Source: an optimization exercise on an open RTL-to-GDS flow (aim: small area and a short achievable clock period). Production flows keep margins and buffers that such runs may drop.
Where RTL was checked, it was by simulation tests only, not by an equivalence proof against the original.
No functional check of the RTL was part of runs 1 and 6.
Power is estimated from default activity; no workload was simulated.

==> flow/design.v (outline; a module is shown in full before it is edited, if it fits) <==
// module booth_enc: 19 lines
// module csa_tree: 828 lines
// module add32: 7 lines
// module next_pc: 9 lines
// module xrow: 13 lines
// module processor: 53 lines
module processor(
  input clk,
  input rst,
  input [31:0] instruction,
  output [31:0] instruction_addr);
  // ...
==> flow/run.sh <==
#!/bin/bash
# synth_recipe.tcl (not shown) runs the flow's synth.tcl, then flattens the netlist and writes it again
# the make line also repeats each setting of config.mk as NAME=value (left out here)
make -C /OpenROAD-flow-scripts/flow DESIGN_CONFIG=/design/flow/config.mk WORK_HOME=/design/flow/orfs CLKGATE_MAP_FILE= SYNTH_SCRIPT=/design/flow/synth_recipe.tcl finish
==> flow/config.mk <==
export PLATFORM = sky130hd
export DESIGN_NAME = processor
export DESIGN_NICKNAME = processor
export VERILOG_FILES = /design/flow/design.v
export SDC_FILE = /design/flow/constraint.sdc
export NUM_CORES = 4
export LEC_CHECK = 0
export CAP_MARGIN = 20
export CORE_MARGIN = 2
export CORE_UTILIZATION = 60
export PLACE_DENSITY = 0.72
export SETUP_SLACK_MARGIN = 2.5
export SLEW_MARGIN = 20
export SYNTH_HIERARCHICAL = 1
export SYNTH_MINIMUM_KEEP_SIZE = 0
==> flow/constraint.sdc <==
create_clock -name core_clock -period 12.5 [get_ports {clk}]
set_input_delay 2.5000 -clock core_clock [delete_from_list [all_inputs] [get_ports {clk}]]
set_output_delay 2.5000 -clock core_clock [all_outputs]
set_load 0.01 [all_outputs]
==> flow_summary.json, run 1 <==
{
  "hold_path.class": "reg -> reg",
  "p_int_w": 0.00787,
  "gp_congestion": 0.932,
  "grt_max_degree": 87,
  "pre_cts_ws_ps": 247,
  "antenna_cells": 3,
  "cts_made_buffers": 105,
  "largest_reg_flops": 1024,
  "seq_area_frac_synth": 0.488,
  "ant_nets": 0,
  "yosys.area_share.simple": 0.0421,
  "biggestCellCategory": "multi-input combinational cells",
  "buf_share": 0.0827,
  "yosys.area.top_type": "edfxtp_1",
  "setup_viol": 0,
  "syn_inst": 4271,
  "nNonClkBuffers": 578,
  "status": "finished clean",
  "use_met2": 0.621,
  "yosysMostFrequentCell": "edfxtp_1",
  "synth_compound_area_frac": 0.0964,
  "hold_ws_ps": 599,
  "multi_input_area_mm2": 0.0342,
  "whs_endpoint": "pc[21]",
  "p_sw_frac": 0.324,
  "fin_util": 0.730,
  "crit_top_cell": "fa_1",
  "grt_antenna_before_repair": 6,
  "timing.final.crit_share": 0.850,
  "yosys_register_bits": 1056,
  "pg_comb_w": 0.00396,
  "critical_path_class": "in -> reg",
  "largest-register": "rf",
  "slew_headroom": 0.259,
  "crit_family": "adder cells",
  "synth_top_family_by_area": "multiplexers",
  "cts_tree": "yes",
  "area_delta_synth_final_pct": 21.1,
  "syn-mean-instance-area_um2": 15.1,
  "met2_length_um": 106000,
  "pg_clk_w": 0.00317
}
==> module booth_enc, before the edit <==
module booth_enc(
  input  [31:0] b,
  input         s_mul,
  input         s_shl,
  input         s_as,
  output [15:0] bone,
  output [15:0] btwo,
  output [15:0] bneg);
  wire [32:0] bx = {b, 1'b0};
  wire [31:0] dec = (32'd1 << b[4:0]) & {32{s_shl & ~(|b[31:5])}};
  genvar g;
  generate
    for (g = 0; g < 16; g = g + 1) begin : BE
      assign bone[g] = (s_mul & (bx[2*g+1] ^ bx[2*g])) | dec[2*g] | ((g == 0) & s_as);
      assign btwo[g] = (s_mul & ((bx[2*g+2] & ~bx[2*g+1] & ~bx[2*g]) | (~bx[2*g+2] & bx[2*g+1] & bx[2*g]))) | dec[2*g+1];
      assign bneg[g] = s_mul & bx[2*g+2];
    end
  endgenerate
endmodule
==> module processor, before the edit <==
module processor(
  input clk,
  input rst,
  input [31:0] instruction,
  output [31:0] instruction_addr);
  wire [4:0] op   = instruction[31:27];
  wire       br   = instruction[26];
  wire       w    = instruction[25];
  wire       i    = instruction[24];
  wire [4:0] dst  = instruction[23:19];
  wire [4:0] src1 = instruction[18:14];
  wire [4:0] src2 = instruction[13:9];
  wire [4:0] imm  = instruction[8:4];
  reg [31:0] pc;
  assign instruction_addr = pc;
  wire [31:0] t;
  reg [31:0] rf [0:31];
  always @(posedge clk)
    if (w) rf[dst] <= t;
  wire [31:0] a = rf[src1];
  wire [31:0] b = rf[src2];
  genvar g;
  wire op_add = (op == 5'd0);
  wire op_sub = (op == 5'd1);
  wire op_mul = (op == 5'd2);
  wire op_shl = (op == 5'd3);
  wire op_and = (op == 5'd4);
  wire op_or  = (op == 5'd5);
  wire s_mul = i & op_mul;
  wire s_as  = i & (op_add | op_sub);
  wire s_add = i & op_add;
  wire s_sub = i & op_sub;
  wire [31:0] X;
  xrow XR(.a(a), .b(b), .imm(imm), .s_add(s_add), .s_sub(s_sub),
          .s_and(i & op_and), .s_or(i & op_or), .s_imm(~i), .X(X));
  wire [15:0] bone, btwo, bneg;
  booth_enc BE(.b(b), .s_mul(s_mul), .s_shl(i & op_shl), .s_as(s_as), .bone(bone), .btwo(btwo), .bneg(bneg));
  wire [31:0] ms, mc;
  csa_tree T(.a(a), .bone(bone), .btwo(btwo), .bneg(bneg), .X(X),
             .s_sub(s_sub), .ms(ms), .mc(mc));
  add32 AT(.x(ms), .y(mc), .cin(1'b0), .s(t));
  wire [31:0] pct;
  next_pc NP(.pc(pc), .ms(ms), .mc(mc), .pcn(pct));
  wire [31:0] pc1 = pc + 32'd1;
  always @(posedge clk) begin
    if (rst)
      pc <= 32'd0;
    else if (br)
      pc <= pct;
    else
      pc <= pc1;
  end
endmodule
==> run 2: changes to the inputs <==
--- a/flow/design.v
+++ b/flow/design.v
@@ -1,4 +1,6 @@
 module booth_enc(
+  input  [31:0] a,
+  output [31:0] am,
   input  [31:0] b,
   input         s_mul,
   input         s_shl,
@@ -7,7 +9,8 @@
   output [15:0] btwo,
   output [15:0] bneg);
   wire [32:0] bx = {b, 1'b0};
-  wire [31:0] dec = (32'd1 << b[4:0]) & {32{s_shl & ~(|b[31:5])}};
+  wire [31:0] dec = (32'd1 << b[4:0]) & {32{s_shl}};
+  assign am = a & {32{~(s_shl & (|b[31:5]))}};
   genvar g;
   generate
     for (g = 0; g < 16; g = g + 1) begin : BE
@@ -910,9 +913,10 @@
   xrow XR(.a(a), .b(b), .imm(imm), .s_add(s_add), .s_sub(s_sub),
           .s_and(i & op_and), .s_or(i & op_or), .s_imm(~i), .X(X));
   wire [15:0] bone, btwo, bneg;
-  booth_enc BE(.b(b), .s_mul(s_mul), .s_shl(i & op_shl), .s_as(s_as), .bone(bone), .btwo(btwo), .bneg(bneg));
+  wire [31:0] am;
+  booth_enc BE(.a(a), .am(am), .b(b), .s_mul(s_mul), .s_shl(i & op_shl), .s_as(s_as), .bone(bone), .btwo(btwo), .bneg(bneg));
   wire [31:0] ms, mc;
-  csa_tree T(.a(a), .bone(bone), .btwo(btwo), .bneg(bneg), .X(X),
+  csa_tree T(.a(am), .bone(bone), .btwo(btwo), .bneg(bneg), .X(X),
              .s_sub(s_sub), .ms(ms), .mc(mc));
   add32 AT(.x(ms), .y(mc), .cin(1'b0), .s(t));
   wire [31:0] pct;
==> run 2 against run 1 <==
Largest power group unchanged. Sequential cell count unchanged. Critical endpoint is now rf[30][31]. Worst hold slack worse by 9.9 ps. Worst setup slack better by 310 ps. Highest routed layer unchanged.
==> flow_summary.json, run 2 <==
{
  "p_leak_nw": 25.7,
  "power_density_mw_per_mm2": 150,
  "crit_required_ps": 12940,
  "crit_path_start": "instruction[11]",
  "cts_tree": "yes",
  "cts_made_buffers": 105,
  "critical_path_class": "in -> reg",
  "routedWlPerCell_um": 39.0,
  "slew_violations": 0,
  "worst_pin_slew_ps": 1160,
  "final_common_cell": "edfxtp_1",
  "clk_latency_ps": 730,
  "critical_path_arrival_ps": 10750,
  "core_mm2": 0.107,
  "ctsLongestPathBuffers": 3,
  "worstHoldPathCells": 3,
  "combPwrFrac": 0.354,
  "largest-register": "rf",
  "synth-main-ff-cell": "edfxtp_1",
  "cts.sinks": 1056,
  "syn_inst": 4325,
  "p_sw_w": 0.00392,
  "syn-num-nets": 4723,
  "grt.overflow.total": 0,
  "p_sw_frac": 0.333,
  "slew_headroom": 0.225,
  "critPathCaptureType": "register",
  "grt_max_degree": 79,
  "wl_um": 240000,
  "crit_family": "adder cells",
  "r2r_cells": 32,
  "synth_edf_count": 1024,
  "htreeDepth": 3,
  "crit_buf_inv": 12,
  "crit_cells": 34,
  "antenna_cells": 0,
  "grt_use_total": 0.426,
  "min_period_ps": 10320,
  "rrSetupSlack_ps": 3920,
  "path_clk_slew_ps": 60,
  "initial_core_util": 0.604,
  "peakVddDrop_uv": 198,
  "status": "finished clean",
  "grt_pass1_vias": 46800,
  "hold_path.class": "reg -> reg",
  "drtPass1Iterations": 8,
  "hold_ws_ps": 589,
  "yosysUniqueCellTypes": 82,
  "setup_tns_ps": 0,
  "power_frac_seq": 0.385,
  "regArea_mm2": 0.0314,
  "ant_nets": 0,
  "synth.yosys.warnings": 7,
  "grt_pass1_wl_um": 331000,
  "cpMaxStageDelayCell": "fa_2",
  "yosys_register_bits": 1056,
  "synth_area_leaders": "edfxtp_1, mux4_2, fa_1",
  "synthTopCellsByCount": "edfxtp_1, mux4_2, xnor2_1, o22ai_1, fa_1",
  "synth-async-reset-ratio": 0,
  "critPathLaunchType": "input port",
  "seq_area_frac_synth": 0.487,
  "yosysMostFrequentCell": "edfxtp_1",
  "finClkSkew_ps": 36.1,
  "crit_end": "rf[30][31]",
  "grt_setup_unrepaired": "true",
  "first_iter_violations": 8472,
  "io_pins": 66,
  "reg_top3": "rf x1024, pc x32",
  "largest_reg_flops": 1024,
  "grt_antenna_before_repair": 8,
  "slowest_delay_ps": 660,
  "rows": 120,
  "drv_cap": 0,
  "root_buffer": "clkbuf_16",
  "port_buffers": 61,
  "pwr-share-clk": 0.261,
  "setup_viol": 0,
  "final_nets": 5068,
  "drive_gt1_frac": 0.380,
  "dieArea_mm2": 0.110,
  "p_int_w": 0.00786,
  "die_height_um": 332,
  "synth_top_cell_area_share": 0.477,
  "route.detailed.drc": 0,
  "final_cell_mix": "edfxtp_1, mux4_2, buf_4",
  "place_hpwl_um": 136000,
  "syn-mean-instance-area_um2": 14.9,
  "final_hold_viol_count": 0,
  "syn-cell-area_mm2": 0.0645,
  "die_width_um": 332,
  "r2r_start": "rf[1][21]",
  "max_freq_ghz": 0.0969,
  "area_delta_synth_final_pct": 22.0,
  "ctsHoldBuffers": 0,
  "fillers": 6192,
  "reg2reg_to": "rf[30][31]",
  "detail_route.vias_per_cell": 7.70,
  "timing.final.crit_share": 0.825,
  "gp_congestion": 0.993,
  "multi_input_area_mm2": 0.0341,
  "crit_fanout": 46,
  "yosys.area.top_type": "edfxtp_1",
  "num_vias": 47400
}
## run 2: changes by cell type after synthesis, sizes merged, moves of 6 or more
cell,delta
a22o,-15
and2,+28
clkbuf,+10
inv,+7
nand2,+16
nand2b,+6
o21ai,+15
or4,-7
## run 2: metrics by stage
step                instances  setup slack, ps  utilization  power (W)  cell area, µm²
floorplan                4325             2180            -    0.00658           66200
global placement         5713              363        0.650    0.00762           69300
detailed placement       5713              295        0.650    0.00767           69400
CTS                      6061             2340        0.716     0.0112           76500
global route             6157             2020        0.736     0.0121           78600
finish                   6157             2180        0.736     0.0118           78600
## run 2: modules after synthesis, one instance, submodules excluded
module     times used  cells  area (µm²)  flip-flops and latches
processor           1   2320       47200                    1056
next_pc             1    270        2260                       0
xrow                1    124         807                       0
booth_enc           1    211        1310                       0
csa_tree            1   1142       11100                       0
add32               1    258        1820                       0
## run 2: how the worst min path moves through the flow
stage	startpoint	endpoint
after floorplan	pc[21]	pc[21]
after global placement	pc[0]	pc[0]
after detailed placement	pc[0]	pc[0]
after CTS	pc[0]	pc[0]
after global routing	pc[21]	pc[21]
final	pc[0]	pc[0]
## run 2: layout make-up
type                       instances  area share
sequential                      1056       0.399
clock buffer                     127      0.0350
timing repair buffer             636      0.0929
multi-input combinational       2675       0.434
tap                             1403      0.0223
inverter                         196     0.00936
clock inverter                    64     0.00688
## run 2: per-layer routing
layer  GRT usage  vias to the layer above  share of wire
met5           0                        -        0.00031
met4       0.324                       12          0.098
met3       0.155                     1295           0.15
met2       0.639                     4622           0.44
met1       0.504                    23500           0.30
li1            -                    18000              -
## run 2: logic make-up after synthesis
logic type	share of synthesized area
xor gates and xnor gates	0.0509
and+or+nand+nor	0.0434
muxes	0.179
other	0.0000582
AOI/OAI and AO/OA	0.0957
buffers and inverters	0.0427
DFF	0.487
adders and majority gates	0.101
## run 2: timing repair
item	in CTS	in global routing
gates cloned	41	7
endpoints found under the setup margin	690	466
pin swaps	62	113
buffers inserted	116	89
resized for setup	318	199
## run 2: power by group through the flow
stage          clock [W]  sequential (W)  combinational (W)
6_report         0.00308         0.00453            0.00417
5_1_grt          0.00319         0.00454            0.00433
4_1_cts          0.00306         0.00453            0.00363
3_5_place_dp           0         0.00460            0.00307
3_3_place_gp           0         0.00460            0.00303
2_1_floorplan          0         0.00459            0.00199
## run 2: tightest hold or removal path: cells and delay by family (launching register included)
kind	cells	cell delay [ps]
flops	1	350
simple gates	2	170
compound gates	1	40
==> run 3: changes to the inputs <==
--- a/flow/config.mk
+++ b/flow/config.mk
@@ -13,3 +13,4 @@
 export SLEW_MARGIN = 20
 export SYNTH_HIERARCHICAL = 1
 export SYNTH_MINIMUM_KEEP_SIZE = 0
+export TNS_END_PERCENT = 5
==> run 3 against run 2 <==
Design area down 2.0%. Clock power down 2%. Sequential cell count unchanged. Combinational power down about 10%. Critical path type unchanged.
==> flow_summary.json, run 3 <==
{
  "status": "finished clean",
  "first_iter_violations": 6740,
  "num_vias": 46100,
  "path_clk_slew_ps": 60,
  "use_met2": 0.629,
  "rrSetupSlack_ps": 3870,
  "htreeDepth": 3,
  "initial_core_util": 0.604,
  "synth-async-reset-ratio": 0,
  "io_pins": 66,
  "slew_violations": 0,
  "synthTopCellsByCount": "edfxtp_1, mux4_2, xnor2_1, o22ai_1, fa_1",
  "dpl_cell_area_mm2": 0.0697,
  "largest_reg_flops": 1024,
  "worst_pin_slew_ps": 978,
  "grt_use_total": 0.396,
  "yosys_register_bits": 1056,
  "grt_use_met3": 0.106,
  "syn-mean-instance-area_um2": 14.9,
  "crit_fanout": 21,
  "r2r_cells": 34,
  "grt-busiest-layer": "met2",
  "min_from": "pc[0]",
  "cpMaxStageDelayCell": "clkdlybuf4s50_1",
  "die_width_um": 332,
  "grt_setup_unrepaired": "true",
  "rows": 120,
  "cts_tree": "yes",
  "grt_pass1_wl_um": 313000,
  "critical_path_class": "in -> reg",
  "synth-main-ff-cell": "edfxtp_1",
  "grt_use_met1": 0.475,
  "synth_top_cell_area_share": 0.477,
  "power_density_mw_per_mm2": 147,
  "reg_top3": "rf x1024, pc x32",
  "syn-cell-area_mm2": 0.0645,
  "max_freq_ghz": 0.0961,
  "fin_util": 0.721,
  "die_height_um": 332,
  "critPathLaunchType": "input port",
  "crit_buf_inv": 7,
  "drv_cap": 0,
  "dieArea_mm2": 0.110,
  "detail_route.vias_per_cell": 7.54,
  "largest-register": "rf",
  "area_delta_synth_final_pct": 19.5,
  "final_hold_viol_count": 0,
  "drtPass1Iterations": 6,
  "finClkSkew_ps": 44.0,
  "timing.final.crit_share": 0.833,
  "slowest_delay_ps": 680,
  "syn-num-nets": 4723,
  "fin_area_mm2": 0.0770,
  "hold_ws_ps": 603,
  "ctsHoldBuffers": 0,
  "final_common_cell": "edfxtp_1",
  "synth_edf_count": 1024,
  "route.detailed.drc": 0,
  "yosysUniqueCellTypes": 82,
  "routedWlPerCell_um": 36.8,
  "crit_family": "adder cells",
  "yosys.area.top_type": "edfxtp_1",
  "worstHoldPathCells": 3,
  "setup_viol": 0,
  "hold_path.class": "reg -> reg",
  "slew_headroom": 0.348,
  "final_cell_mix": "edfxtp_1, mux4_2, buf_4",
  "place_hpwl_um": 130000,
  "cts_made_buffers": 102,
  "gp_congestion": 0.988,
  "min_period_ps": 10410,
  "yosysMostFrequentCell": "edfxtp_1",
  "root_buffer": "clkbuf_16",
  "setup_tns_ps": 0,
  "wl_um": 225000,
  "peakVddDrop_uv": 164,
  "ant_nets": 0,
  "antenna_cells": 0,
  "synth_area_leaders": "edfxtp_1, mux4_2, fa_1",
  "p_leak_nw": 25.1,
  "grt_pass1_vias": 45500,
  "r2r_start": "rf[30][29]",
  "clk_latency_ps": 720,
  "drive_gt1_frac": 0.358,
  "core_mm2": 0.107,
  "seq_area_frac_synth": 0.487,
  "synth.yosys.warnings": 7,
  "cts.sinks": 1056,
  "critPathCaptureType": "register",
  "crit_cells": 30,
  "syn_inst": 4325,
  "critical_path_arrival_ps": 11040,
  "port_buffers": 61,
  "grt_antenna_before_repair": 6,
  "whs_endpoint": "pc[0]",
  "crit_required_ps": 13140,
  "reg2reg_to": "pc[31]",
  "final_nets": 5031,
  "ctsLongestPathBuffers": 3,
  "grt.overflow.total": 0,
  "grt_max_degree": 83
}
## run 3: area by class of cell
cell class              instances  area [µm²]
multi-input cells            2665       33300
repair buffers                612        6700
flip-flops and latches       1056       31400
fillers                      6507       29700
clock buffers                 125        2660
clock inverters                61         495
well taps                    1403        1760
inverters                     196         738
## run 3: kinds of logic after synthesis
group / share of synthesized area
AOI/OAI and AO/OA: 0.0957
xor gates and xnor gates: 0.0509
adders and majority gates: 0.101
buffers and inverters: 0.0427
DFF: 0.487
muxes: 0.179
other: 0.0000582
and+or+nand+nor: 0.0434
## run 3: worst register-to-register path, delay by kind of cell (launching register included)
kind	cells	cell delay, ps
fa+ha+maj	10	3930
compound gates	9	1730
buf+inv	8	1010
simple gates	4	550
mux	1	540
flops	1	430
xor+xnor	2	340
## run 3: timing repair
| action | CTS | global route |
|---|---|---|
| pin swaps | 85 | 79 |
| setup endpoints to repair | 662 | 593 |
| gates resized for setup | 237 | 154 |
| cloned | 24 | 13 |
| buffers inserted | 90 | 40 |
## run 3: how the worst max path moves through the flow
stage	start	end	slack [ps]
after floorplan	instruction[10]	pc[30]	2180
after global placement	instruction[9]	rf[13][30]	380
after detailed placement	instruction[9]	rf[12][30]	310
after CTS	instruction[10]	pc[31]	2220
after global routing	instruction[13]	pc[27]	1950
final	instruction[18]	pc[31]	2090
## run 3: metrics by stage
| stage | power [W] | cells | setup slack (ps) |
|---|---|---|---|
| after CTS | 0.0109 | 6065 | 2220 |
| after floorplan | 0.00651 | 4325 | 2180 |
| final | 0.0113 | 6118 | 2090 |
| after detailed placement | 0.00773 | 5765 | 314 |
| after global placement | 0.00767 | 5765 | 380 |
| after global routing | 0.0116 | 6118 | 1950 |
## run 3: power by group
group,total [W],leakage (nW),switching (W),internal [W]
combinational,0.00375,14.0,0.00220,0.00155
sequential,0.00453,9.59,0.0000932,0.00444
clock,0.00301,1.52,0.00136,0.00165
total,0.0113,25.1,0.00365,0.00764
## run 3: modules after synthesis, one instance, submodules excluded
module | cells | flops+latches | times used | cell area [µm²]
booth_enc | 211 | 0 | 1 | 1310
next_pc | 270 | 0 | 1 | 2260
xrow | 124 | 0 | 1 | 807
add32 | 258 | 0 | 1 | 1820
processor | 2320 | 1056 | 1 | 47200
csa_tree | 1142 | 0 | 1 | 11100
## run 3: per-layer routing
layer  vias up  part of all wire  wire length [µm]
li1      17800                 -                 -
met1     23000              0.31             69400
met2      4082              0.46            104000
met3      1198              0.14             30900
met4         6             0.093             21000
met5         -           0.00023                52
==> run 4: changes to the inputs <==
--- a/flow/config.mk
+++ b/flow/config.mk
@@ -9,7 +9,7 @@
 export CORE_MARGIN = 2
 export CORE_UTILIZATION = 60
 export PLACE_DENSITY = 0.72
-export SETUP_SLACK_MARGIN = 2.5
+export SETUP_SLACK_MARGIN = 4
 export SLEW_MARGIN = 20
 export SYNTH_HIERARCHICAL = 1
 export SYNTH_MINIMUM_KEEP_SIZE = 0
==> run 4 against run 3 <==
Still clean. Worst hold slack lost 7.4 ps. Cell count decreased by 1.1%. Via count shrank 1.5%. Worst setup slack worse by 43 ps. Clock skew rose by 14 ps. Critical path type unchanged.
==> flow_summary.json, run 4 <==
{
  "status": "finished clean",
  "syn_inst": 4325,
  "grt_pass1_vias": 46000,
  "grt_max_degree": 73,
  "ctsLongestPathBuffers": 3,
  "grt_use_total": 0.401,
  "largest-register": "rf",
  "synth.yosys.warnings": 7,
  "synth_edf_count": 1024,
  "final_cell_mix": "edfxtp_1, mux4_2, buf_4",
  "cpMaxStageDelayCell": "fa_1",
  "detail_route.vias_per_cell": 7.51,
  "drtPass1Iterations": 9,
  "synth-main-ff-cell": "edfxtp_1",
  "largest_reg_flops": 1024,
  "worst_pin_slew_ps": 1050,
  "wl_met1_um": 70600,
  "ctsHoldBuffers": 0,
  "initial_core_util": 0.604,
  "slew_headroom": 0.298,
  "area_delta_synth_final_pct": 17.2,
  "grt_pass1_wl_um": 316000,
  "seq_area_frac_synth": 0.487,
  "dieArea_mm2": 0.110,
  "pre_cts_ws_ps": 135,
  "core_mm2": 0.107,
  "synth_top_cell_area_share": 0.477,
  "ant_nets": 0,
  "critPathCaptureType": "register",
  "finClkSkew_ps": 57.8,
  "htreeDepth": 3,
  "drive_gt1_frac": 0.332,
  "num_vias": 45400,
  "yosysUniqueCellTypes": 82,
  "grt.overflow.total": 0,
  "met2_length_um": 103000,
  "slowest_delay_ps": 590,
  "first_iter_violations": 7022,
  "cts_made_buffers": 105,
  "synth-async-reset-ratio": 0,
  "port_buffers": 61,
  "cts_tree": "yes",
  "max_freq_ghz": 0.0957,
  "reg_top3": "rf x1024, pc x32",
  "place_hpwl_um": 130000,
  "root_buffer": "clkbuf_16",
  "dpl_cell_area_mm2": 0.0696,
  "p_leak_nw": 24.5,
  "path_clk_slew_ps": 60,
  "power_density_mw_per_mm2": 148,
  "timing.final.crit_share": 0.836,
  "setup_viol": 0,
  "yosys_register_bits": 1056,
  "min_period_ps": 10450,
  "setup_tns_ps": 0,
  "rows": 120,
  "peakVddDrop_uv": 161,
  "final_nets": 4954,
  "io_pins": 66,
  "routedWlPerCell_um": 36.6,
  "synth_area_leaders": "edfxtp_1, mux4_2, fa_1",
  "critical_path_arrival_ps": 11090,
  "dr.max_layer_used": "met5",
  "drv_cap": 0,
  "syn-num-nets": 4723,
  "cts.sinks": 1056,
  "hold_path.class": "reg -> reg",
  "slew_violations": 0,
  "wl_um": 222000,
  "crit_fanout": 25,
  "syn-mean-instance-area_um2": 14.9,
  "die_height_um": 332,
  "grt_setup_unrepaired": "true",
  "critPathLaunchType": "input port",
  "fin_area_mm2": 0.0755,
  "grt_antenna_before_repair": 7,
  "final_hold_viol_count": 0,
  "synthTopCellsByCount": "edfxtp_1, mux4_2, xnor2_1, o22ai_1, fa_1",
  "yosys.area.top_type": "edfxtp_1",
  "final_common_cell": "edfxtp_1",
  "syn-cell-area_mm2": 0.0645,
  "fin_util": 0.708,
  "gp_congestion": 0.948,
  "die_width_um": 332,
  "route.detailed.drc": 0,
  "crit_top_cell": "fa_1",
  "crit_required_ps": 13140,
  "clk_latency_ps": 720,
  "wl_met3_um": 31200,
  "yosysMostFrequentCell": "edfxtp_1",
  "critical_path_class": "in -> reg",
  "layout_setup_ws_ps": 2050,
  "fillers": 6684
}
[run 4: worst paths after layout]
| check | from | endpoint | cells after the start | slack [ps] |
|---|---|---|---|---|
| max | instruction[13] | pc[31] | 36 | 2050 |
| min | pc[21] | pc[21] | 2 | 600 |
| max reg2reg | rf[28][14] | pc[31] | 35 | 3840 |
| min reg2reg | pc[21] | pc[21] | 2 | 600 |
[run 4: modules after synthesis (local to each module, per instance)]
module	flip-flops and latches	times used
xrow	0	1
next_pc	0	1
processor	1056	1
booth_enc	0	1
add32	0	1
csa_tree	0	1
[run 4: cells by family (layout without fill, tap and decap cells)]
logic type	after synthesis	in the layout	synth area share
DFF	1056	1056	0.487
AOI/OAI and AO/OA	884	884	0.0957
adders and majority gates	364	364	0.101
buffers and inverters	609	916	0.0427
xor gates and xnor gates	372	372	0.0509
and+or+nand+nor	525	532	0.0434
other	1	8	0.0000582
muxes	514	514	0.179
[run 4: power breakdown]
| group | switching (W) | internal [W] |
|---|---|---|
| combinational | 0.00207 | 0.00142 |
| clock | 0.00138 | 0.00179 |
| sequential | 0.0000946 | 0.00444 |
[run 4: critical path, delay by kind of cell]
| family | cells | cell delay [ps] |
|---|---|---|
| XOR/XNOR | 2 | 510 |
| AND/OR/NAND/NOR | 5 | 970 |
| buffers and inverters | 11 | 1790 |
| AO/OA/AOI/OAI | 8 | 1270 |
| adder cells (fa/ha/maj) | 10 | 4020 |
[run 4: timing repair]
action                     CTS  global route
setup endpoints to repair  957           890
gates resized for setup    192            67
cloned                      22             2
pin swaps                   32            23
buffers inserted            60             6
[run 4: metal layers]
metal / vias up / global-route usage
li1: 17700 / -
met1: 22700 / 0.495
met2: 4028 / 0.620
met3: 963 / 0.122
met4: 2 / 0.263
met5: - / 0
[run 4: through the flow]
stage | total power [W] | hold slack [ps] | instances
2_1_floorplan | 0.00651 | 561 | 4325
3_3_place_gp | 0.00770 | 580 | 5762
5_1_grt | 0.0115 | 637 | 6044
4_1_cts | 0.0110 | 596 | 6034
6_report | 0.0112 | 596 | 6049
3_5_place_dp | 0.00775 | 585 | 5762
[run 4: layout make-up]
cell class                      instances  area [µm²]  share of cell area
Antenna cell                            7        17.5            0.000232
Inverter                              196         736             0.00974
Sequential cell                      1056       31400               0.416
Multi-Input combinational cell       2667       32700               0.433
Clock buffer                          121        2690              0.0356
Timing Repair Buffer                  530        5530              0.0732
Clock inverter                         69         737             0.00976
Tap cell                             1403        1760              0.0232
==> run 5: changes to the inputs <==
--- a/flow/config.mk
+++ b/flow/config.mk
@@ -9,7 +9,7 @@
 export CORE_MARGIN = 2
 export CORE_UTILIZATION = 60
 export PLACE_DENSITY = 0.72
-export SETUP_SLACK_MARGIN = 4
+export SETUP_SLACK_MARGIN = 1.5
 export SLEW_MARGIN = 20
 export SYNTH_HIERARCHICAL = 1
 export SYNTH_MINIMUM_KEEP_SIZE = 0
==> run 5 against run 4 <==
Core utilization is 2.1 points lower. Synthesized cell count is the same. Clock power is 2% lower. Non-clock buffer count fell by 66. Fmax shrank 3.9%. Sequential cell count stayed put. Worst setup slack worse by 420 ps. Cell count decreased by 1.3%. Largest cell class is now sequential cells. Highest routed layer unchanged.
==> flow_summary.json, run 5 <==
{
  "slew_headroom": 0.257,
  "root_buffer": "clkbuf_16",
  "grt_pass1_wl_um": 297000,
  "cts_tree": "yes",
  "ctsLongestPathBuffers": 3,
  "grt_use_total": 0.374,
  "synth.yosys.warnings": 7,
  "whs_endpoint": "pc[0]",
  "route.detailed.drc": 0,
  "synth-async-reset-ratio": 0,
  "hold_ws_ps": 584,
  "place_inst": 5768,
  "crit_family": "adder cells",
  "grt_pass1_vias": 44100,
  "die_width_um": 332,
  "synthTopCellsByCount": "edfxtp_1, mux4_2, xnor2_1, o22ai_1, fa_1",
  "rows": 120,
  "synth_edf_count": 1024,
  "largest-register": "rf",
  "synth-main-ff-cell": "edfxtp_1",
  "setup_tns_ps": 0,
  "drv_cap": 0,
  "synth_top_cell_area_share": 0.477,
  "finClkSkew_ps": 58.7,
  "final_cell_mix": "edfxtp_1, mux4_2, buf_4",
  "syn_inst": 4325,
  "ant_nets": 0,
  "yosysMostFrequentCell": "edfxtp_1",
  "max_freq_ghz": 0.0920,
  "slew_violations": 0,
  "cts.sinks": 1056,
  "r2r_cells": 30,
  "cts_made_buffers": 103,
  "core_mm2": 0.107,
  "status": "finished clean",
  "slowest_delay_ps": 650,
  "area_delta_synth_final_pct": 13.7,
  "fillers": 6984,
  "final_nets": 4880,
  "drive_gt1_frac": 0.278,
  "num_vias": 44400,
  "synth_area_leaders": "edfxtp_1, mux4_2, fa_1",
  "power_density_mw_per_mm2": 148,
  "yosysUniqueCellTypes": 82,
  "crit_fanout": 41,
  "timing.final.crit_share": 0.870,
  "cpMaxStageDelayCell": "or3b_2",
  "syn-cell-area_mm2": 0.0645,
  "dpl_cell_area_mm2": 0.0693,
  "path_clk_slew_ps": 60,
  "grt_antenna_before_repair": 4,
  "min_period_ps": 10870,
  "port_buffers": 61,
  "io_pins": 66,
  "yosys.area.top_type": "edfxtp_1",
  "reg2reg_to": "rf[8][28]",
  "yosys_register_bits": 1056,
  "wl_um": 209000,
  "fin_area_mm2": 0.0733,
  "die_height_um": 332,
  "reg_top3": "rf x1024, pc x32",
  "place_hpwl_um": 131000,
  "hold_path.class": "reg -> reg",
  "fin_util": 0.686,
  "critPathCaptureType": "register",
  "crit_buf_inv": 10,
  "syn-num-nets": 4723,
  "syn-mean-instance-area_um2": 14.9,
  "r2r_start": "rf[16][16]",
  "regArea_mm2": 0.0314,
  "clk_latency_ps": 710,
  "final_hold_viol_count": 0,
  "initial_core_util": 0.604,
  "peakVddDrop_uv": 148,
  "worstHoldPathCells": 3,
  "grt.overflow.total": 0,
  "crit_required_ps": 13020,
  "critical_path_arrival_ps": 11390,
  "seq_area_frac_synth": 0.487,
  "final_common_cell": "edfxtp_1",
  "critPathLaunchType": "input port",
  "min_from": "pc[0]",
  "grt_max_degree": 69,
  "rrSetupSlack_ps": 3680,
  "p_leak_nw": 23.8,
  "grt_setup_unrepaired": "true",
  "worst_pin_slew_ps": 1110,
  "drtPass1Iterations": 6,
  "critical_path_class": "in -> reg",
  "gp_congestion": 0.945,
  "largest_reg_flops": 1024,
  "multi_input_area_mm2": 0.0313,
  "routedWlPerCell_um": 35.0,
  "detail_route.vias_per_cell": 7.43,
  "setup_viol": 0,
  "first_iter_violations": 6343,
  "layout.cells.non_filler": 5972,
  "dieArea_mm2": 0.110,
  "htreeDepth": 3
}
==> run 5: cell counts after synthesis <==
Identical to the previous run, type by type.
==> run 5: layout make-up <==
type | instances | area share
Antenna cell | 4 | 0.000137
Clock buffer | 128 | 0.0376
Timing Repair Buffer | 464 | 0.0637
Inverter | 196 | 0.0100
Multi-Input combinational cell | 2661 | 0.428
Tap cell | 1403 | 0.0240
Clock inverter | 60 | 0.00822
Sequential cell | 1056 | 0.428
==> run 5: how the worst max path moves through the flow <==
| stage | depth (start not counted) | from | end |
|---|---|---|---|
| floorplan | 32 | instruction[10] | rf[0][28] |
| global placement | 33 | instruction[12] | pc[30] |
| detailed placement | 33 | instruction[13] | pc[30] |
| CTS | 29 | instruction[11] | pc[30] |
| global route | 35 | instruction[13] | pc[30] |
| finish | 30 | instruction[11] | rf[8][28] |
==> run 5: through the flow <==
| stage | total power (W) | worst slack [ps] |
|---|---|---|
| 2_1_floorplan | 0.00631 | 1260 |
| 3_3_place_gp | 0.00763 | 211 |
| 3_5_place_dp | 0.00767 | 215 |
| 4_1_cts | 0.0108 | 1550 |
| 5_1_grt | 0.0112 | 1410 |
| 6_report | 0.0108 | 1630 |
==> run 5: per-module statistics from Yosys (local to each module, per instance) <==
module,area (µm²),copies in the design,cells inside,flops+latches
xrow,807,1,124,0
csa_tree,11100,1,1142,0
booth_enc,1310,1,211,0
processor,47200,1,2320,1056
next_pc,2260,1,270,0
add32,1820,1,258,0
==> run 5: logic make-up (layout without fill, tap and decap cells) <==
group,after synthesis,after routing,share of synthesized area
AND/OR/NAND/NOR,525,525,0.0434
other,1,5,0.0000582
multiplexers,514,514,0.179
flip-flops,1056,1056,0.487
AO/OA/AOI/OAI,884,884,0.0957
buffers and inverters,609,848,0.0427
XOR/XNOR,372,373,0.0509
adder cells (fa/ha/maj),364,364,0.101
==> run 5: report_power, final <==
group	total [W]	internal, W	switching (W)
sequential	0.00453	0.00443	0.0000938
clock	0.00311	0.00177	0.00134
combinational	0.00320	0.00125	0.00195
==> run 5: worst register-to-register path, delay by kind of cell, from the launching register on <==
family | cells | cell delay, ps
AND/OR/NAND/NOR | 5 | 1070
flip-flops | 1 | 450
buffers and inverters | 8 | 1300
XOR/XNOR | 2 | 330
adder cells (fa/ha/maj) | 8 | 3190
multiplexers | 1 | 530
AO/OA/AOI/OAI | 6 | 1730
==> run 5: per-layer routing <==
| layer | up-vias | part of all wire | global-route usage |
|---|---|---|---|
| li1 | 17500 | - | - |
| met1 | 22400 | 0.33 | 0.458 |
| met2 | 3545 | 0.47 | 0.604 |
| met3 | 875 | 0.12 | 0.0896 |
| met4 | 4 | 0.078 | 0.231 |
| met5 | - | 0.00028 | 0.00304 |
==> run 5: timing repair <==
item                       4_1_cts  5_1_grt
gates resized for setup         31       47
pin swaps                        4        3
buffers inserted                 4        2
cloned                           1        5
setup endpoints to repair      394      436
hold buffers                     0        0
==> run 6: changes to the inputs <==
--- a/flow/design.v
+++ b/flow/design.v
@@ -1,7 +1,6 @@
 module booth_enc(
-  input  [31:0] a,
-  output [31:0] am,
   input  [31:0] b,
+  input         big,
   input         s_mul,
   input         s_shl,
   input         s_as,
@@ -9,8 +8,7 @@
   output [15:0] btwo,
   output [15:0] bneg);
   wire [32:0] bx = {b, 1'b0};
-  wire [31:0] dec = (32'd1 << b[4:0]) & {32{s_shl}};
-  assign am = a & {32{~(s_shl & (|b[31:5]))}};
+  wire [31:0] dec = (32'd1 << b[4:0]) & {32{s_shl & ~big}};
   genvar g;
   generate
     for (g = 0; g < 16; g = g + 1) begin : BE
@@ -898,7 +896,14 @@
     if (w) rf[dst] <= t;
   wire [31:0] a = rf[src1];
   wire [31:0] b = rf[src2];
+  wire [31:0] bigv;
   genvar g;
+  generate
+    for (g = 0; g < 32; g = g + 1) begin : BG
+      assign bigv[g] = |rf[g][31:5];
+    end
+  endgenerate
+  wire big = bigv[src2];
   wire op_add = (op == 5'd0);
   wire op_sub = (op == 5'd1);
   wire op_mul = (op == 5'd2);
@@ -913,10 +918,9 @@
   xrow XR(.a(a), .b(b), .imm(imm), .s_add(s_add), .s_sub(s_sub),
           .s_and(i & op_and), .s_or(i & op_or), .s_imm(~i), .X(X));
   wire [15:0] bone, btwo, bneg;
-  wire [31:0] am;
-  booth_enc BE(.a(a), .am(am), .b(b), .s_mul(s_mul), .s_shl(i & op_shl), .s_as(s_as), .bone(bone), .btwo(btwo), .bneg(bneg));
+  booth_enc BE(.b(b), .big(big), .s_mul(s_mul), .s_shl(i & op_shl), .s_as(s_as), .bone(bone), .btwo(btwo), .bneg(bneg));
   wire [31:0] ms, mc;
-  csa_tree T(.a(am), .bone(bone), .btwo(btwo), .bneg(bneg), .X(X),
+  csa_tree T(.a(a), .bone(bone), .btwo(btwo), .bneg(bneg), .X(X),
              .s_sub(s_sub), .ms(ms), .mc(mc));
   add32 AT(.x(ms), .y(mc), .cin(1'b0), .s(t));
   wire [31:0] pct;
--- a/flow/config.mk
+++ b/flow/config.mk
@@ -9,7 +9,7 @@
 export CORE_MARGIN = 2
 export CORE_UTILIZATION = 60
 export PLACE_DENSITY = 0.72
-export SETUP_SLACK_MARGIN = 1.5
+export SETUP_SLACK_MARGIN = 2.5
 export SLEW_MARGIN = 20
 export SYNTH_HIERARCHICAL = 1
 export SYNTH_MINIMUM_KEEP_SIZE = 0
==> run 6 against run 5 <==
Clock skew is 6.2 ps higher. Design area is 4.4% higher. Largest power group unchanged. Critical path type unchanged. Sequential power decreased by 1%. Global-route usage grew 1.9 points.
==> flow_summary.json, run 6 <==
{
  "status": "finished clean",
  "grt_pass1_vias": 45800,
  "hold_path.class": "reg -> reg",
  "largest-register": "rf",
  "yosysMostFrequentCell": "edfxtp_1",
  "cts_tree": "yes",
  "route.detailed.drc": 0,
  "critical_path_class": "in -> reg",
  "synthTopCellsByCount": "edfxtp_1, mux4_2, xnor2_1, fa_1, a22oi_1",
  "synth_edf_count": 1024,
  "synth_area_leaders": "edfxtp_1, mux4_2, fa_1",
  "max_freq_ghz": 0.0972,
  "ant_nets": 0,
  "drtPass1Iterations": 7,
  "synth_top_cell_area_share": 0.454,
  "critPathLaunchType": "input port",
  "cts.sinks": 1056,
  "syn-mean-instance-area_um2": 15.3,
  "drive_gt1_frac": 0.322,
  "power_density_mw_per_mm2": 141,
  "grt.overflow.total": 0,
  "fillers": 7442,
  "fin_util": 0.682,
  "detail_route.vias_per_cell": 7.66,
  "core_mm2": 0.112,
  "yosys.area.top_type": "edfxtp_1",
  "slowest_delay_ps": 510,
  "final_cell_mix": "edfxtp_1, mux4_2, xnor2_1",
  "grt_use_total": 0.392,
  "syn-cell-area_mm2": 0.0677,
  "final_nets": 4877,
  "setup_viol": 0,
  "yosys_register_bits": 1056,
  "root_buffer": "clkbuf_16",
  "synth.yosys.warnings": 7,
  "final_common_cell": "edfxtp_1",
  "first_iter_violations": 7578,
  "grt_pass1_wl_um": 324000,
  "critPathCaptureType": "register",
  "worst_pin_slew_ps": 1180,
  "area_delta_synth_final_pct": 12.9,
  "drv_cap": 0,
  "die_width_um": 340,
  "fin_area_mm2": 0.0765,
  "routedWlPerCell_um": 37.3,
  "setup_tns_ps": 0,
  "timing.final.crit_share": 0.823,
  "finClkSkew_ps": 64.9,
  "cpMaxStageDelayCell": "fa_1",
  "io_pins": 66,
  "dieArea_mm2": 0.116,
  "wl_um": 227000,
  "peakVddDrop_uv": 138,
  "reg_top3": "rf x1024, pc x32",
  "grt_max_degree": 78,
  "path_clk_slew_ps": 80,
  "ctsLongestPathBuffers": 3,
  "slew_violations": 0,
  "yosysUniqueCellTypes": 101,
  "num_vias": 46600,
  "grt_setup_unrepaired": "true",
  "syn_inst": 4422,
  "grt_antenna_before_repair": 5,
  "port_buffers": 61,
  "min_period_ps": 10280,
  "initial_core_util": 0.604,
  "seq_area_frac_synth": 0.463,
  "place_hpwl_um": 152000,
  "synth-async-reset-ratio": 0,
  "dpl_cell_area_mm2": 0.0707,
  "critical_path_arrival_ps": 10870,
  "final_hold_viol_count": 0,
  "slew_headroom": 0.213,
  "syn-num-nets": 4807,
  "die_height_um": 340,
  "p_leak_nw": 24.1,
  "gp_congestion": 1.00,
  "htreeDepth": 3,
  "crit_required_ps": 13090,
  "crit_fanout": 19,
  "crit_top_cell": "fa_1",
  "largest_reg_flops": 1024,
  "synth-main-ff-cell": "edfxtp_1",
  "clk_latency_ps": 730,
  "cts_made_buffers": 106,
  "rows": 123
}
==> run 6: kinds of logic (layout without fill, tap and decap cells) <==
logic type,Yosys count,count (layout),synth area share
adders and majority gates,351,351,0.0936
muxes,715,715,0.225
DFF,1056,1056,0.463
xor gates and xnor gates,403,404,0.0523
AOI/OAI and AO/OA,623,623,0.0665
and+or+nand+nor,714,714,0.0587
other,1,3,0.0000554
buffers and inverters,559,716,0.0403
==> run 6: power by group <==
group | total [W] | switching, W | internal [W]
clock network | 0.00317 | 0.00142 | 0.00175
logic | 0.00315 | 0.00195 | 0.00120
registers | 0.00448 | 0.000102 | 0.00437
==> run 6: worst paths after layout <==
kind | from | end | slack [ps] | cells past startpoint
setup / recovery | instruction[9] | pc[31] | 2220 | 32
hold / removal | pc[0] | pc[0] | 670 | 3
setup reg to reg | rf[22][28] | pc[31] | 3180 | 32
hold reg to reg | pc[0] | pc[0] | 670 | 3
==> run 6: critical path, delay by kind of cell <==
| family | cells | cell delay (ps) |
|---|---|---|
| adder cells (fa/ha/maj) | 9 | 3740 |
| XOR/XNOR | 2 | 370 |
| AO/OA/AOI/OAI | 4 | 840 |
| AND/OR/NAND/NOR | 5 | 620 |
| multiplexers | 4 | 1490 |
| buffers and inverters | 8 | 1250 |
==> run 6: cell type report <==
| cell class | count | area (µm²) | share of cell area |
|---|---|---|---|
| diodes | 2 | 5.00 | 0.0000654 |
| clock buffers | 125 | 2770 | 0.0362 |
| clock inverters | 71 | 638 | 0.00834 |
| inverters | 158 | 601 | 0.00785 |
| multi-input cells | 2808 | 35300 | 0.462 |
| flip-flops and latches | 1056 | 31400 | 0.410 |
| well taps | 1500 | 1880 | 0.0245 |
| repair buffers | 362 | 3880 | 0.0507 |
==> run 6: timing repair <==
| item | in CTS | in global routing |
|---|---|---|
| hold buffers | 0 | 0 |
| hold endpoints to repair | 0 | 0 |
| gates cloned | 11 | 5 |
| pin swaps | 66 | 63 |
| gates resized for setup | 147 | 116 |
| endpoints found under the setup margin | 644 | 559 |
| buffers inserted | 42 | 30 |
==> run 6: per-stage QoR <==
step	total power, W	setup WS [ps]	hold slack (ps)	instances
after floorplan	0.00627	2090	599	4422
after global placement	0.00731	492	640	5796
after detailed placement	0.00736	398	651	5796
after CTS	0.0106	2280	671	6045
after global routing	0.0111	1990	707	6080
final	0.0108	2220	667	6082
==> run 6: per-module statistics from Yosys, one instance, submodules excluded <==
module     flops+latches  area [µm²]  cells inside
csa_tree               0       11100          1142
add32                  0        1820           258
booth_enc              0        1060           147
processor           1056       50600          2486
next_pc                0        2280           265
xrow                   0         807           124
==> run 6: per-layer routing <==
metal  GRT usage  part of all wire  vias to the layer above
li1            -                 -                    18000
met1       0.516              0.33                    23500
met2       0.604              0.46                     4229
met3      0.0911              0.13                      834
met4       0.232             0.077                        8
met5           0           0.00023                        -
==> module add32, before the edit <==
module add32(
  input  [31:0] x,
  input  [31:0] y,
  input         cin,
  output [31:0] s);
  assign s = x + y + cin;
endmodule
==> run 7: changes to the inputs <==
--- a/flow/design.v
+++ b/flow/design.v
@@ -1,14 +1,15 @@
 module booth_enc(
   input  [31:0] b,
-  input         big,
   input         s_mul,
   input         s_shl,
   input         s_as,
   output [15:0] bone,
   output [15:0] btwo,
-  output [15:0] bneg);
+  output [15:0] bneg,
+  output        kill);
   wire [32:0] bx = {b, 1'b0};
-  wire [31:0] dec = (32'd1 << b[4:0]) & {32{s_shl & ~big}};
+  assign kill = s_shl & (|b[31:5]);
+  wire [31:0] dec = (32'd1 << b[4:0]) & {32{s_shl}};
   genvar g;
   generate
     for (g = 0; g < 16; g = g + 1) begin : BE
@@ -849,9 +850,9 @@
 module add32(
   input  [31:0] x,
   input  [31:0] y,
-  input         cin,
+  input         kill,
   output [31:0] s);
-  assign s = x + y + cin;
+  assign s = (x + y) & {32{~kill}};
 endmodule
 module next_pc(
   input  [31:0] pc,
@@ -896,14 +897,7 @@
     if (w) rf[dst] <= t;
   wire [31:0] a = rf[src1];
   wire [31:0] b = rf[src2];
-  wire [31:0] bigv;
   genvar g;
-  generate
-    for (g = 0; g < 32; g = g + 1) begin : BG
-      assign bigv[g] = |rf[g][31:5];
-    end
-  endgenerate
-  wire big = bigv[src2];
   wire op_add = (op == 5'd0);
   wire op_sub = (op == 5'd1);
   wire op_mul = (op == 5'd2);
@@ -918,11 +912,12 @@
   xrow XR(.a(a), .b(b), .imm(imm), .s_add(s_add), .s_sub(s_sub),
           .s_and(i & op_and), .s_or(i & op_or), .s_imm(~i), .X(X));
   wire [15:0] bone, btwo, bneg;
-  booth_enc BE(.b(b), .big(big), .s_mul(s_mul), .s_shl(i & op_shl), .s_as(s_as), .bone(bone), .btwo(btwo), .bneg(bneg));
+  wire kill;
+  booth_enc BE(.b(b), .s_mul(s_mul), .s_shl(i & op_shl), .s_as(s_as), .bone(bone), .btwo(btwo), .bneg(bneg), .kill(kill));
   wire [31:0] ms, mc;
   csa_tree T(.a(a), .bone(bone), .btwo(btwo), .bneg(bneg), .X(X),
              .s_sub(s_sub), .ms(ms), .mc(mc));
-  add32 AT(.x(ms), .y(mc), .cin(1'b0), .s(t));
+    add32 AT(.x(ms), .y(mc), .kill(kill), .s(t));
   wire [31:0] pct;
   next_pc NP(.pc(pc), .ms(ms), .mc(mc), .pcn(pct));
   wire [31:0] pc1 = pc + 32'd1;
@@ -930,7 +925,7 @@
     if (rst)
       pc <= 32'd0;
     else if (br)
-      pc <= pct;
+      pc <= kill ? pc : pct;
     else
       pc <= pc1;
   end
--- a/flow/config.mk
+++ b/flow/config.mk
@@ -9,7 +9,7 @@
 export CORE_MARGIN = 2
 export CORE_UTILIZATION = 60
 export PLACE_DENSITY = 0.72
-export SETUP_SLACK_MARGIN = 2.5
+export SETUP_SLACK_MARGIN = 1.5
 export SLEW_MARGIN = 20
 export SYNTH_HIERARCHICAL = 1
 export SYNTH_MINIMUM_KEEP_SIZE = 0
==> run 7 against run 6 <==
Worst hold slack worse by 60 ps. Still clean. Critical path depth decreased by 5. Highest routed layer is now met4. Total power shrank 0.23%. Die area is 4.7% lower. Clock power is 3% higher. Core utilization down 0.59 points. Critical path type unchanged. Sequential cell count unchanged. Synthesized cell count shrank 1.6%. Clock skew decreased by 21 ps. Sequential power rose by 2%.
==> flow_summary.json, run 7 <==
{
  "dr.max_layer_used": "met4",
  "synthTopCellsByCount": "edfxtp_1, mux4_2, xnor2_1, o22ai_1, fa_1",
  "syn-cell-area_mm2": 0.0645,
  "final_cell_mix": "edfxtp_1, mux4_2, xnor2_1",
  "syn_inst": 4350,
  "critical_path_arrival_ps": 11250,
  "place_inst": 5729,
  "ctsLongestPathBuffers": 3,
  "grt_use_total": 0.370,
  "cts.sinks": 1056,
  "slew_violations": 0,
  "syn-mean-instance-area_um2": 14.8,
  "layout_setup_ws_ps": 1890,
  "largest_reg_flops": 1024,
  "critPathLaunchType": "input port",
  "area_delta_synth_final_pct": 12.0,
  "yosysUniqueCellTypes": 95,
  "slowest_delay_ps": 860,
  "grt_max_degree": 78,
  "clk_latency_ps": 720,
  "initial_core_util": 0.604,
  "grt_setup_unrepaired": "false",
  "critPathCaptureType": "register",
  "path_clk_slew_ps": 70,
  "place_hpwl_um": 130000,
  "slew_headroom": 0.300,
  "io_pins": 66,
  "die_width_um": 332,
  "final_hold_viol_count": 0,
  "cpMaxStageDelayCell": "nor4_2",
  "hold_path.class": "reg -> reg",
  "synth_edf_count": 1024,
  "route.detailed.drc": 0,
  "wl_met3_um": 25600,
  "status": "finished clean",
  "crit_top_cell": "fa_1",
  "worst_pin_slew_ps": 1040,
  "grt_pass1_wl_um": 295000,
  "final_nets": 4837,
  "cts_tree": "yes",
  "fin_area_mm2": 0.0722,
  "synth-main-ff-cell": "edfxtp_1",
  "wl_um": 205000,
  "port_buffers": 61,
  "synth_top_cell_area_share": 0.477,
  "cts_made_buffers": 105,
  "min_period_ps": 10610,
  "reg_top3": "rf x1024, pc x32",
  "ant_nets": 0,
  "root_buffer": "clkbuf_16",
  "htreeDepth": 3,
  "dpl_cell_area_mm2": 0.0685,
  "p_leak_nw": 23.1,
  "first_iter_violations": 6433,
  "yosys.area.top_type": "edfxtp_1",
  "setup_viol": 0,
  "gp_congestion": 0.943,
  "grt.overflow.total": 0,
  "max_freq_ghz": 0.0942,
  "num_vias": 43900,
  "finClkSkew_ps": 43.8,
  "detail_route.vias_per_cell": 7.40,
  "synth_area_leaders": "edfxtp_1, mux4_2, fa_1",
  "drv_cap": 0,
  "rows": 120,
  "critical_path_class": "in -> reg",
  "largest-register": "rf",
  "met2_length_um": 97000,
  "dieArea_mm2": 0.110,
  "yosys_register_bits": 1056,
  "peakVddDrop_uv": 156,
  "pre_cts_ws_ps": 757,
  "wl_met1_um": 69100,
  "grt_pass1_vias": 43800,
  "crit_required_ps": 13140,
  "drive_gt1_frac": 0.267,
  "timing.final.crit_share": 0.849,
  "grt_antenna_before_repair": 2,
  "yosysMostFrequentCell": "edfxtp_1",
  "setup_tns_ps": 0,
  "synth.yosys.warnings": 7,
  "layout.cells.non_filler": 5929,
  "core_mm2": 0.107,
  "synth-async-reset-ratio": 0,
  "die_height_um": 332,
  "seq_area_frac_synth": 0.486,
  "drtPass1Iterations": 6,
  "syn-num-nets": 4748,
  "routedWlPerCell_um": 34.6,
  "crit_fanout": 14,
  "final_common_cell": "edfxtp_1",
  "power_density_mw_per_mm2": 149
}
-- run 7: area by class of cell --
class                   instances  area [µm²]
diodes                          1        2.50
flip-flops and latches       1056       31400
clock buffers                 124        2720
well taps                    1403        1760
inverters                     179         672
multi-input cells            2708       31200
clock inverters                69         813
fillers                      7150       34700
repair buffers                389        3650
-- run 7: what timing repair did --
item,CTS,global route
hold buffers,0,0
setup buffers,1,2
gates resized for setup,1,28
pin swaps,0,0
gates cloned,0,2
endpoints found under the setup margin,34,216
-- run 7: logic make-up (layout without fill, tap and decap cells) --
group	count (synthesis)	count (layout)	synth area share
adder cells (fa/ha/maj)	364	364	0.101
multiplexers	523	523	0.181
flip-flops	1056	1056	0.486
AO/OA/AOI/OAI	894	894	0.0962
XOR/XNOR	359	359	0.0492
AND/OR/NAND/NOR	568	568	0.0459
other	0	1	0
buffers and inverters	586	761	0.0411
-- run 7: metrics by stage --
step                hold slack (ps)   util  total power (W)
floorplan                       565      -          0.00631
global placement                601  0.640          0.00748
detailed placement              606  0.640          0.00752
CTS                             615  0.674           0.0107
global route                    652  0.676           0.0111
finish                          607  0.676           0.0108
-- run 7: per-module statistics from Yosys (local to each module, per instance) --
| module | cell area (µm²) | cells | times used | flip-flops and latches |
|---|---|---|---|---|
| booth_enc | 1100 | 176 | 1 | 0 |
| csa_tree | 11100 | 1142 | 1 | 0 |
| xrow | 807 | 124 | 1 | 0 |
| processor | 47300 | 2347 | 1 | 1056 |
| add32 | 1980 | 302 | 1 | 0 |
| next_pc | 2260 | 259 | 1 | 0 |
-- run 7: path summary, 6_finish.rpt --
check	from	endpoint	slack (ps)	depth (start not counted)
worst min-delay path	pc[8]	pc[8]	610	2
worst max-delay path	instruction[14]	pc[31]	1890	27
worst min register to register	pc[8]	pc[8]	610	2
worst max register to register	rf[28][0]	rf[0][31]	3780	28
-- run 7: worst max-delay path, delay by kind of cell --
| kind | cells | cell delay (ps) |
|---|---|---|
| adders and majority gates | 9 | 3850 |
| and+or+nand+nor | 3 | 1300 |
| xor gates and xnor gates | 2 | 460 |
| buffers and inverters | 3 | 1110 |
| AOI/OAI and AO/OA | 9 | 1910 |
| muxes | 1 | 110 |
-- run 7: power by group --
| group | switching, W | total, W | internal [W] |
|---|---|---|---|
| Sequential | 0.000114 | 0.00456 | 0.00444 |
| Combinational | 0.00187 | 0.00296 | 0.00110 |
| Clock | 0.00139 | 0.00325 | 0.00185 |
| Total | 0.00337 | 0.0108 | 0.00739 |
-- run 7: metal layers --
metal / vias up / GRT usage
met3: 752 / 0.0841
li1: 17500 / -
met2: 3488 / 0.588
met5: - / 0
met1: 22100 / 0.480
met4: 0 / 0.199
==> run 8: changes to the inputs <==
--- a/flow/config.mk
+++ b/flow/config.mk
@@ -9,7 +9,7 @@
 export CORE_MARGIN = 2
 export CORE_UTILIZATION = 60
 export PLACE_DENSITY = 0.72
-export SETUP_SLACK_MARGIN = 1.5
+export SETUP_SLACK_MARGIN = 4
 export SLEW_MARGIN = 20
 export SYNTH_HIERARCHICAL = 1
 export SYNTH_MINIMUM_KEEP_SIZE = 0
==> run 8 against run 7 <==
Synthesized cell count did not move. Cell count rose by 2.5%. Sequential power barely moved. Critical path depth rose by 2. Sequential cell count did not move. Global-route usage rose by 2.9 points. Register-to-register slack improved by 610 ps. Design area rose by 5.6%. Combinational power rose by 14%. Clock-buffer cell count rose by 4. Core utilization rose by 3.8 points. Largest cell class is now multi-input combinational cells.
==> flow_summary.json, run 8 <==
{
  "status": "finished clean",
  "power_density_mw_per_mm2": 145,
  "core_mm2": 0.107,
  "yosysUniqueCellTypes": 95,
  "rows": 120,
  "slowest_delay_ps": 620,
  "wl_met3_um": 30000,
  "finClkSkew_ps": 52.2,
  "worst_pin_slew_ps": 1060,
  "die_width_um": 332,
  "routedWlPerCell_um": 36.7,
  "drtPass1Iterations": 8,
  "dpl_cell_area_mm2": 0.0684,
  "ant_nets": 0,
  "grt.overflow.total": 0,
  "cts_made_buffers": 105,
  "largest_reg_flops": 1024,
  "setup_viol": 0,
  "detail_route.vias_per_cell": 7.59,
  "path_clk_slew_ps": 60,
  "yosys.area.top_type": "edfxtp_1",
  "yosys_register_bits": 1056,
  "critPathLaunchType": "input port",
  "port_buffers": 61,
  "syn-cell-area_mm2": 0.0645,
  "grt_setup_unrepaired": "true",
  "gp_congestion": 0.964,
  "ctsLongestPathBuffers": 3,
  "synth-main-ff-cell": "edfxtp_1",
  "layout.cells.non_filler": 6075,
  "syn-mean-instance-area_um2": 14.8,
  "syn-num-nets": 4748,
  "htreeDepth": 3,
  "cts_tree": "yes",
  "reg_top3": "rf x1024, pc x32",
  "setup_tns_ps": 0,
  "grt_antenna_before_repair": 7,
  "area_delta_synth_final_pct": 18.2,
  "synth_edf_count": 1024,
  "final_common_cell": "edfxtp_1",
  "synth_area_leaders": "edfxtp_1, mux4_2, fa_1",
  "drv_cap": 0,
  "dr.max_layer_used": "met5",
  "seq_area_frac_synth": 0.486,
  "first_iter_violations": 7164,
  "slew_violations": 0,
  "cpMaxStageDelayCell": "fa_2",
  "crit_required_ps": 13120,
  "num_vias": 46100,
  "critPathCaptureType": "register",
  "ctsHoldBuffers": 0,
  "met2_length_um": 103000,
  "root_buffer": "clkbuf_16",
  "cts.sinks": 1056,
  "grt_pass1_vias": 45900,
  "drive_gt1_frac": 0.344,
  "fin_area_mm2": 0.0763,
  "largest-register": "rf",
  "synth-async-reset-ratio": 0,
  "synth_top_cell_area_share": 0.477,
  "slew_headroom": 0.289,
  "route.detailed.drc": 0,
  "fin_util": 0.713,
  "peakVddDrop_uv": 133,
  "crit_fanout": 8,
  "timing.final.crit_share": 0.779,
  "critical_path_arrival_ps": 10360,
  "yosysMostFrequentCell": "edfxtp_1",
  "grt_use_total": 0.399,
  "synth.yosys.warnings": 7,
  "place_hpwl_um": 130000,
  "crit_family": "adder cells",
  "hold_path.class": "reg -> reg",
  "final_nets": 4982,
  "place_inst": 5665,
  "die_height_um": 332,
  "clk_latency_ps": 730,
  "synthTopCellsByCount": "edfxtp_1, mux4_2, xnor2_1, o22ai_1, fa_1",
  "wl_met1_um": 71500,
  "io_pins": 66,
  "grt_pass1_wl_um": 315000,
  "wl_um": 223000,
  "grt_max_degree": 69,
  "crit_top_cell": "fa_1",
  "final_hold_viol_count": 0,
  "crit_buf_inv": 7,
  "p_leak_nw": 24.5,
  "final_cell_mix": "edfxtp_1, mux4_2, buf_4",
  "min_period_ps": 9740,
  "syn_inst": 4350,
  "max_freq_ghz": 0.103,
  "critical_path_class": "in -> reg",
  "dieArea_mm2": 0.110,
  "initial_core_util": 0.604
}
-- run 8: path summary, 6_finish.rpt --
check	startpoint	slack, ps	to	cells past startpoint
worst min-delay path	pc[10]	610	pc[10]	2
worst max-delay path	instruction[13]	2760	pc[30]	29
worst max register to register	rf[14][1]	4390	pc[29]	31
worst min register to register	pc[10]	610	pc[10]	2
-- run 8: timing repair --
action | CTS | global route
setup endpoints to repair | 922 | 791
resized for setup | 331 | 111
gates cloned | 23 | 8
pin swaps | 146 | 95
setup buffers | 137 | 47
-- run 8: cell families (layout without fill, tap and decap cells) --
kind of cell | Yosys count | count (layout) | share of synthesized area
adders and majority gates | 364 | 364 | 0.101
muxes | 523 | 526 | 0.181
other | 0 | 1 | 0
DFF | 1056 | 1056 | 0.486
xor gates and xnor gates | 359 | 359 | 0.0492
buffers and inverters | 586 | 903 | 0.0411
AOI/OAI and AO/OA | 894 | 894 | 0.0962
and+or+nand+nor | 568 | 569 | 0.0459
-- run 8: layout make-up --
cell class / count / area, µm²
multi-input combinational: 2712 / 33200
sequential: 1056 / 31400
fill: 6650 / 30600
timing repair buffer: 530 / 5930
clock buffer: 128 / 2740
tap: 1403 / 1760
inverter: 179 / 683
clock inverter: 66 / 621
antenna: 1 / 2.50
-- run 8: Yosys stat by module (local to each module, per instance) --
module | flops+latches | cells | times used
xrow | 0 | 124 | 1
add32 | 0 | 302 | 1
next_pc | 0 | 259 | 1
booth_enc | 0 | 176 | 1
csa_tree | 0 | 1142 | 1
processor | 1056 | 2347 | 1
-- run 8: metrics by stage --
stage	total power (W)	worst slack, ps	hold slack (ps)
finish	0.0111	2760	613
floorplan	0.00640	2300	565
detailed placement	0.00741	367	605
global placement	0.00736	413	593
CTS	0.0108	2860	613
global route	0.0114	2600	636
-- run 8: tightest hold or removal path, cell delays in order, from the launching register on --
cell     delay, ps
dfxtp_1        400
nand3_1        110
a21oi_1         60
-- run 8: power breakdown --
part / leakage, nW / internal, W / switching, W
Combinational: 13.3 / 0.00130 / 0.00206
Sequential: 9.61 / 0.00444 / 0.000118
Clock: 1.63 / 0.00173 / 0.00141
Total: 24.5 / 0.00748 / 0.00358
-- run 8: routing by layer --
layer	GRT usage	up-vias
met1	0.488	23200
met3	0.114	1019
met2	0.627	4070
met4	0.261	10
li1	-	17800
met5	0	-
==> run 9: changes to the inputs <==
--- a/flow/config.mk
+++ b/flow/config.mk
@@ -9,7 +9,7 @@
 export CORE_MARGIN = 2
 export CORE_UTILIZATION = 60
 export PLACE_DENSITY = 0.72
-export SETUP_SLACK_MARGIN = 4
+export SETUP_SLACK_MARGIN = 2.5
 export SLEW_MARGIN = 20
 export SYNTH_HIERARCHICAL = 1
 export SYNTH_MINIMUM_KEEP_SIZE = 0
==> run 9 against run 8 <==
Still clean on timing, DRC and antenna. Core utilization shrank 2.0 points. Via count shrank 2.7%. Critical path depth is 4 higher. Die area did not move. Critical path type unchanged. Critical endpoint is now pc[31]. Largest power group unchanged. Highest routed layer unchanged.
==> flow_summary.json, run 9 <==
{
  "grt_max_degree": 73,
  "critical_path_arrival_ps": 10610,
  "grt_pass1_vias": 44900,
  "first_iter_violations": 6800,
  "ant_nets": 0,
  "grt_setup_unrepaired": "true",
  "synthTopCellsByCount": "edfxtp_1, mux4_2, xnor2_1, o22ai_1, fa_1",
  "largest-register": "rf",
  "routedWlPerCell_um": 36.2,
  "power_density_mw_per_mm2": 147,
  "synth_top_cell_area_share": 0.477,
  "cts.sinks": 1056,
  "yosysUniqueCellTypes": 95,
  "grt_use_total": 0.389,
  "finClkSkew_ps": 69.5,
  "min_from": "pc[10]",
  "slew_headroom": 0.117,
  "drtPass1Iterations": 8,
  "core_mm2": 0.107,
  "yosysMostFrequentCell": "edfxtp_1",
  "reg_top3": "rf x1024, pc x32",
  "detail_route.vias_per_cell": 7.50,
  "synth_top_family_by_area": "multiplexers",
  "grt_pass1_wl_um": 307000,
  "synth-main-ff-cell": "edfxtp_1",
  "initial_core_util": 0.604,
  "syn-cell-area_mm2": 0.0645,
  "wl_um": 216000,
  "drive_gt1_frac": 0.309,
  "root_buffer": "clkbuf_16",
  "synth-async-reset-ratio": 0,
  "htreeDepth": 3,
  "synth_compound_area_frac": 0.0962,
  "fin_area_mm2": 0.0741,
  "worst_pin_slew_ps": 1320,
  "syn-num-nets": 4748,
  "final_nets": 4886,
  "regArea_mm2": 0.0314,
  "place_hpwl_um": 132000,
  "yosys.area_share.simple": 0.0459,
  "cts_tree": "yes",
  "synthAdderAreaFrac": 0.101,
  "p_leak_nw": 23.6,
  "dieArea_mm2": 0.110,
  "area_delta_synth_final_pct": 14.8,
  "ctsHoldBuffers": 0,
  "peakVddDrop_uv": 155,
  "grt_antenna_before_repair": 5,
  "yosys_register_bits": 1056,
  "final_hold_viol_count": 0,
  "critPathLaunchType": "input port",
  "final_cell_mix": "edfxtp_1, mux4_2, xnor2_1",
  "rows": 120,
  "drv_cap": 0,
  "largest_reg_flops": 1024,
  "layout.cells.non_filler": 5980,
  "total_power_w": 0.0109,
  "port_buffers": 61,
  "critical_path_class": "in -> reg",
  "hold_path.class": "reg -> reg",
  "synth_area_leaders": "edfxtp_1, mux4_2, fa_1",
  "io_pins": 66,
  "cpMaxStageDelayCell": "fa_2",
  "multi_input_area_mm2": 0.0323,
  "r2r_start": "rf[14][0]",
  "ctsLongestPathBuffers": 3,
  "synth.yosys.warnings": 7,
  "path_clk_slew_ps": 70,
  "syn_inst": 4350,
  "place_inst": 5681,
  "fillers": 6981,
  "yosys.area.top_type": "edfxtp_1",
  "setup_tns_ps": 0,
  "gp_congestion": 0.946,
  "crit_path_start": "instruction[9]",
  "dpl_cell_area_mm2": 0.0683,
  "seq_area_frac_synth": 0.486,
  "critPathCaptureType": "register",
  "die_width_um": 332,
  "clk_latency_ps": 720,
  "syn-mean-instance-area_um2": 14.8,
  "max_freq_ghz": 0.100,
  "timing.final.crit_share": 0.798,
  "status": "finished clean",
  "slew_violations": 0,
  "die_height_um": 332,
  "route.detailed.drc": 0,
  "synthXorXnorAreaFrac": 0.0492,
  "grt.overflow.total": 0,
  "min_period_ps": 9980,
  "final_common_cell": "edfxtp_1",
  "crit_fanout": 9,
  "slowest_delay_ps": 630,
  "synth_edf_count": 1024,
  "setup_viol": 0,
  "num_vias": 44900,
  "crit_required_ps": 13130,
  "cts_made_buffers": 105,
  "synth_mux_area_frac": 0.181
}
run 9: path summary, 6_finish.rpt:
check | to | slack, ps | depth (start not counted)
max | pc[31] | 2520 | 33
min | pc[10] | 610 | 2
max reg2reg | pc[31] | 4300 | 30
min reg2reg | pc[10] | 610 | 2
run 9: cells by family (layout without fill, tap and decap cells):
logic type	count (synthesis)	after routing
DFF	1056	1056
xor gates and xnor gates	359	359
and+or+nand+nor	568	570
AOI/OAI and AO/OA	894	894
adders and majority gates	364	364
muxes	523	523
buffers and inverters	586	807
other	0	4
run 9: Yosys stat by module, one instance, submodules excluded:
module / copies in the design / flip-flops and latches
processor: 1 / 1056
csa_tree: 1 / 0
next_pc: 1 / 0
add32: 1 / 0
booth_enc: 1 / 0
xrow: 1 / 0
run 9: final cells by class:
| type | instances | area share |
|---|---|---|
| Timing Repair Buffer | 436 | 0.0623 |
| Antenna cell | 4 | 0.000135 |
| Inverter | 179 | 0.00918 |
| Tap cell | 1403 | 0.0237 |
| Clock buffer | 126 | 0.0371 |
| Clock inverter | 66 | 0.00768 |
| Sequential cell | 1056 | 0.424 |
| Multi-Input combinational cell | 2710 | 0.436 |
run 9: report_power, final:
part | switching [W] | internal [W]
Clock | 0.00137 | 0.00175
Combinational | 0.00199 | 0.00120
Sequential | 0.000116 | 0.00445
Total | 0.00347 | 0.00739
run 9: critical path, delay by kind of cell:
| family | cells | cell delay (ps) |
|---|---|---|
| compound gates | 8 | 1440 |
| buf+inv | 9 | 1300 |
| simple gates | 4 | 1090 |
| mux | 1 | 110 |
| xor+xnor | 2 | 430 |
| fa+ha+maj | 9 | 3710 |
run 9: per-stage QoR:
step	hold slack, ps	setup WS, ps	utilization
after floorplan	565	2080	-
after detailed placement	603	500	0.639
final	615	2520	0.693
after CTS	616	2510	0.684
after global placement	596	571	0.639
after global routing	644	2370	0.693
run 9: timing repair:
| action | 4_1_cts | 5_1_grt |
|---|---|---|
| hold endpoints to repair | 0 | 0 |
| endpoints found under the setup margin | 626 | 362 |
| gates resized for setup | 155 | 128 |
| pin swaps | 57 | 83 |
| buffers inserted | 53 | 34 |
| gates cloned | 10 | 5 |
run 9: metal layers:
layer,GRT usage,share of wire
met5,0,0.00023
met4,0.251,0.075
met1,0.482,0.32
met3,0.0955,0.13
met2,0.618,0.47

Re-timed with assumed drivers on the ports (clkbuf_16 on the clock, buf_2 on other inputs), run 9 has 2.258 ns of setup slack against 2.523 ns with ideal ports, and 1.502 ns once port delays also move by the mid clock arrival of 0.756 ns.
